From an optimization exercise on the open Yosys and OpenROAD flow, aimed at small area; shortcuts taken in it are not production practice. Function was checked by simulation only, so behaviour that the tests miss may differ from the original. No driver is modelled on the clock port, so clocking that relies on it looks cheaper here than on a real chip. Power is estimated from default activity; no workload was simulated.

==> flow/design.v <==
module test(
input rst,
input sigin,
input sysclk,
input modecontrol,
output highfreq,
output [7:0]Cathodes,
output[3:0] AN
);
assign highfreq = modecontrol;
reg iq, iqq, oq;
reg [2:0] ts;
reg tout;
wire irise = iq & ~iqq;
wire osig = modecontrol ? tout : iq;
wire orise = osig & ~oq;
always @(posedge sysclk) begin
  iqq <= iq; oq <= osig;
  if (rst) begin
    iq <= 0; ts <= 0; tout <= 0;
  end else begin
    iq <= sigin;
    if (irise) begin
      if (ts == 3'd4) begin ts <= 0; tout <= ~tout; end
      else ts <= ts + 1'b1;
    end
  end
end
reg [6:0] p;
reg [9:0] q;
reg ph;                       
wire tick = (p == 7'd93);
wire g = (p == 7'd125) && (&q);
wire [10:0] qn = q + tick;
always @(posedge sysclk) begin
  if (rst) begin
    p <= 7'd122; q <= 10'd523; ph <= 0;
  end else begin
    p <= tick ? 7'd1 : {p[5:0], p[6] ^ p[5]};
    q <= qn[9:0] | {5'd0, qn[10], qn[10], 3'd0};
    if (g) ph <= ~ph;
  end
end
reg r;
reg [15:0] c;
wire clr = rst | (g & ph);
wire [4:0] e;
assign e[0] = r;
genvar i;
generate for (i = 0; i < 4; i = i + 1) begin : dg
  wire [3:0] b = c[4*i+3:4*i];
  wire [3:0] t;
  assign t[0] = e[i];
  assign t[1] = e[i] & b[0] & ~b[3];
  assign t[2] = e[i] & b[0] & b[1];
  assign t[3] = e[i] & b[0] & (b[3] | (b[1] & b[2]));
  assign e[i+1] = e[i] & b[0] & b[3];
  always @(posedge sysclk) c[4*i+3:4*i] <= clr ? 4'd0 : b ^ t;
end endgenerate
always @(posedge sysclk) r <= ~rst & orise & ~ph & ~g;
reg [3:0] dig;
wire [1:0] sel = q[1:0];
wire [3:0] m = sel[1] ? (sel[0] ? c[3:0] : c[15:12]) : (sel[0] ? c[11:8] : c[7:4]);
always @(posedge sysclk) dig <= rst ? 4'hF : tick ? m : dig;
wire [3:0] d = dig;
wire [6:0] seg;
assign seg[0] = (d[0] & ~d[1] & ~d[2] & ~d[3]) | (d[2] & d[3]) | (~d[0] & ~d[1] & d[2]);
assign seg[1] = (~d[0] & d[1] & d[2]) | (d[1] & d[3]) | (d[0] & ~d[1] & d[2]);
assign seg[2] = (d[1] & d[3]) | (~d[0] & d[1] & ~d[2]);
assign seg[3] = (~d[0] & ~d[1] & d[2]) | (d[0] & ~d[1] & ~d[2] & ~d[3]) | (d[0] & d[1] & d[2]);
assign seg[4] = (~d[1] & d[2]) | d[0];
assign seg[5] = (d[1] & ~d[2]) | (d[0] & ~d[2] & ~d[3]) | (d[0] & d[1]);
assign seg[6] = (~d[1] & ~d[2] & ~d[3]) | (d[0] & d[1] & d[2]);
wire blank = d[3] & d[1];
assign Cathodes = {1'b1, seg};
assign AN = {4{blank}} | ~{sel == 2'd3, sel == 2'd2, sel == 2'd1, sel == 2'd0};
endmodule
==> flow/config.mk <==
export PLATFORM = sky130hd
export DESIGN_NAME = test
export DESIGN_NICKNAME = test
export VERILOG_FILES = /design/flow/design.v
export SDC_FILE = /design/flow/constraint.sdc
export NUM_CORES = 4
export LEC_CHECK = 0
export CAP_MARGIN = 0
export CORE_MARGIN = 2
export CORE_UTILIZATION = 40
export SLEW_MARGIN = 0
==> flow/constraint.sdc <==
create_clock -name core_clock -period 15.0 [get_ports {sysclk}]
set_input_delay 3.0000 -clock core_clock [delete_from_list [all_inputs] [get_ports {sysclk}]]
set_output_delay 3.0000 -clock core_clock [all_outputs]
set_load 0.01 [all_outputs]
standard.sh (not shown) runs the stock make flow with config.mk's settings and CLKGATE_MAP_FILE= SYNTH_SCRIPT=/design/flow/synth_recipe.tcl, a recipe that flattens the netlist after the stock synthesis.
==> flow/flow/run.sh <==
#!/bin/bash
# The standard ORFS layout (standard.sh) with these changes:
# - synthesis is standard.sh's own script (synth_recipe.tcl, unchanged) but
#   the ABC technology mapping runs the area-oriented script flow/area.abc in
#   place of ORFS's speed script (the 15 ns clock leaves ample slack);
# - before floorplanning, each gate is swapped for the smallest cell of the
#   same function (flow/downsize.tcl); repair steps size up where needed;
# - port buffers are the smallest buffer cell;
# - the clock tree is flat: three clock buffers fed by the clock port (two
#   clkbuf_8 and one clkbuf_4 for the smallest group), each driving the
#   registers of one slice of the core, split by x (flow/pre_cts.tcl;
#   TritonCTS then finds the clock already buffered and leaves it).
# Each tool's output goes to standard.log here and to ORFS's logs under orfs/.
set -euo pipefail
W=$PWD
cat > "$W/my_synth.tcl" <<EOT
# Run synth_recipe.tcl with flow/area.abc as the ABC script.
proc abc {args} {
  set i [lsearch -exact \$args -script]
  if {\$i >= 0} { lset args [expr {\$i + 1}] $W/flow/area.abc }
  yosys abc {*}\$args
}
source $W/synth_recipe.tcl
EOT
sed "s#SYNTH_SCRIPT=[^ ]*synth_recipe.tcl#SYNTH_SCRIPT=$W/my_synth.tcl#" standard.sh > my_standard.sh
grep -q "SYNTH_SCRIPT=$W/my_synth.tcl" my_standard.sh
export BUFFER_PORTS_ARGS="-buffer_cell sky130_fd_sc_hd__buf_1"
export PRE_FLOORPLAN_TCL="$W/flow/downsize.tcl"
export PRE_CTS_TCL="$W/flow/pre_cts.tcl"
bash my_standard.sh > standard.log 2>&1
Other scripts of this flow, unchanged in this note and not shown: flow/flow/area.abc, flow/flow/downsize.tcl, flow/flow/pre_cts.tcl
Edit:
--- a/flow/design.v
+++ b/flow/design.v
@@ -20,10 +20,10 @@
     iq <= 0; ts <= 0; tout <= 0;
   end else begin
     iq <= sigin;
     if (irise) begin
-      if (ts == 3'd4) begin ts <= 0; tout <= ~tout; end
-      else ts <= ts + 1'b1;
+      ts <= {ts[1:0], ~ts[2] & ~ts[1]};
+      if (ts[2] & ~ts[1]) tout <= ~tout;
     end
   end
 end
 reg [6:0] p;
Clock skew fell by 0.0053 ns.
Wire length fell by a few percent.
Design area hardly moves.
Hold slack improves by 0.012 ns.
Global-route usage fell by 0.22 points.
First-iteration DRC count is unchanged.
Clock power fell slightly.
Cell count fell by a few percent.
Flip-flop and latch count stays the same.
Worst setup slack degrades by 0.010 ns.

========
Starts from the design.v that is shown in full above.
Settings: LEC_CHECK=0, CAP_MARGIN=20, CORE_MARGIN=2, CORE_UTILIZATION=40, SLEW_MARGIN=20; clock period 15.0 ns.
==> flow/flow/run.sh <==
#!/bin/bash
# The standard ORFS layout (standard.sh) with these changes:
# - synthesis is standard.sh's own script (synth_recipe.tcl, unchanged) but
#   the ABC technology mapping runs the area-oriented script flow/area.abc in
#   place of ORFS's speed script (the 15 ns clock leaves ample slack);
# - before floorplanning, each gate is swapped for the smallest cell of the
#   same function (flow/downsize.tcl); repair steps size up where needed;
# - port buffers are the smallest buffer cell;
# - the clock tree is flat: three clock buffers fed by the clock port, each
#   driving the registers of one third of the core (split by x) (flow/pre_cts.tcl;
#   TritonCTS then finds the clock already buffered and leaves it).
# Each tool's output goes to standard.log here and to ORFS's logs under orfs/.
set -euo pipefail
W=$PWD
cat > "$W/my_synth.tcl" <<EOT
# Run synth_recipe.tcl with flow/area.abc as the ABC script.
proc abc {args} {
  set i [lsearch -exact \$args -script]
  if {\$i >= 0} { lset args [expr {\$i + 1}] $W/flow/area.abc }
  yosys abc {*}\$args
}
source $W/synth_recipe.tcl
EOT
sed "s#SYNTH_SCRIPT=[^ ]*synth_recipe.tcl#SYNTH_SCRIPT=$W/my_synth.tcl#" standard.sh > my_standard.sh
grep -q "SYNTH_SCRIPT=$W/my_synth.tcl" my_standard.sh
export BUFFER_PORTS_ARGS="-buffer_cell sky130_fd_sc_hd__buf_1"
export PRE_FLOORPLAN_TCL="$W/flow/downsize.tcl"
export PRE_CTS_TCL="$W/flow/pre_cts.tcl"
bash my_standard.sh > standard.log 2>&1
Other scripts of this flow, unchanged in this note and not shown: flow/flow/area.abc, flow/flow/downsize.tcl, flow/flow/pre_cts.tcl
Next try:
--- a/flow/design.v
+++ b/flow/design.v
@@ -28,15 +28,15 @@
 end
 reg [6:0] p;
 reg [9:0] q;
 reg ph;                       
 wire tick = (p == 7'd93);
-wire g = (p == 7'd125) && (&q);
+wire g = (p == 7'd125) && (q == 10'd524);
 wire [10:0] qn = q + tick;
 always @(posedge sysclk) begin
   if (rst) begin
-    p <= 7'd122; q <= 10'd523; ph <= 0;
+    p <= 7'd122; q <= 10'd24; ph <= 0;
   end else begin
     p <= tick ? 7'd1 : {p[5:0], p[6] ^ p[5]};
     q <= qn[9:0] | {5'd0, qn[10], qn[10], 3'd0};
     if (g) ph <= ~ph;
   end
@@ -58,11 +58,11 @@
   always @(posedge sysclk) c[4*i+3:4*i] <= clr ? 4'd0 : b ^ t;
 end endgenerate
 always @(posedge sysclk) r <= ~rst & orise & ~ph & ~g;
 reg [3:0] dig;
 wire [1:0] sel = q[1:0];
-wire [3:0] m = sel[1] ? (sel[0] ? c[3:0] : c[15:12]) : (sel[0] ? c[11:8] : c[7:4]);
+wire [3:0] m = sel[1] ? (sel[0] ? c[15:12] : c[11:8]) : (sel[0] ? c[7:4] : c[3:0]);
 always @(posedge sysclk) dig <= rst ? 4'hF : tick ? m : dig;
 wire [3:0] d = dig;
 wire [6:0] seg;
 assign seg[0] = (d[0] & ~d[1] & ~d[2] & ~d[3]) | (d[2] & d[3]) | (~d[0] & ~d[1] & d[2]);
 assign seg[1] = (~d[0] & d[1] & d[2]) | (d[1] & d[3]) | (d[0] & ~d[1] & d[2]);
@@ -71,7 +71,7 @@
 assign seg[4] = (~d[1] & d[2]) | d[0];
 assign seg[5] = (d[1] & ~d[2]) | (d[0] & ~d[2] & ~d[3]) | (d[0] & d[1]);
 assign seg[6] = (~d[1] & ~d[2] & ~d[3]) | (d[0] & d[1] & d[2]);
 wire blank = d[3] & d[1];
 assign Cathodes = {1'b1, seg};
-assign AN = {4{blank}} | ~{sel == 2'd3, sel == 2'd2, sel == 2'd1, sel == 2'd0};
+assign AN = {4{blank}} | ~{sel == 2'd0, sel == 2'd3, sel == 2'd2, sel == 2'd1};
 endmodule
- core utilization increases by 0.34 points
- wire length decreases by about 0.37%
- via count increases by 1.6%
- setup slack stays flat
- register-to-register slack gets worse by 0.04 ns
- final cell count increases by about 0.36%
- total power decreases by about 0.3%
- global-route usage increases by 0.21 points
- sequential cell count stays the same
- cell area increases by 0.75%
- clock skew hardly moves

==> separate check: timing with driven ports <==
Ports are ideal in the flow. The routed layouts listed here were re-timed in OpenROAD.
Step 1 sets driving cells, clkbuf_16 on the clock port and buf_2 on the other inputs (assumed; they add their load-dependent delay and slew).
Step 2 times the ports against the registers' clock, not the clock port: input delays grow and output delays shrink by t, the midpoint of the rising clock arrivals with the driver on.
Slacks: ideal ports / drivers / drivers and shift; pairs: ideal ports / drivers.
run | t (ns) | slack for setup (ns) | hold slack, ns | clock arrival spread, ns | cell pins on the clock port's net
the first run of note 1 | 0.200 | 8.751 / 8.729 / 8.729 | 0.368 / 0.368 / 0.368 | 0.013 / 0.014 | 3
the second run of note 1 | 0.199 | 8.741 / 8.719 / 8.719 | 0.380 / 0.380 / 0.380 | 0.009 / 0.009 | 3
the first run of note 2 | 0.192 | 8.745 / 8.723 / 8.723 | 0.365 / 0.365 / 0.365 | 0.005 / 0.006 | 3
the second run of note 2 | 0.192 | 8.748 / 8.726 / 8.726 | 0.362 / 0.362 / 0.362 | 0.005 / 0.005 | 3
After both steps every run listed still meets setup and hold.
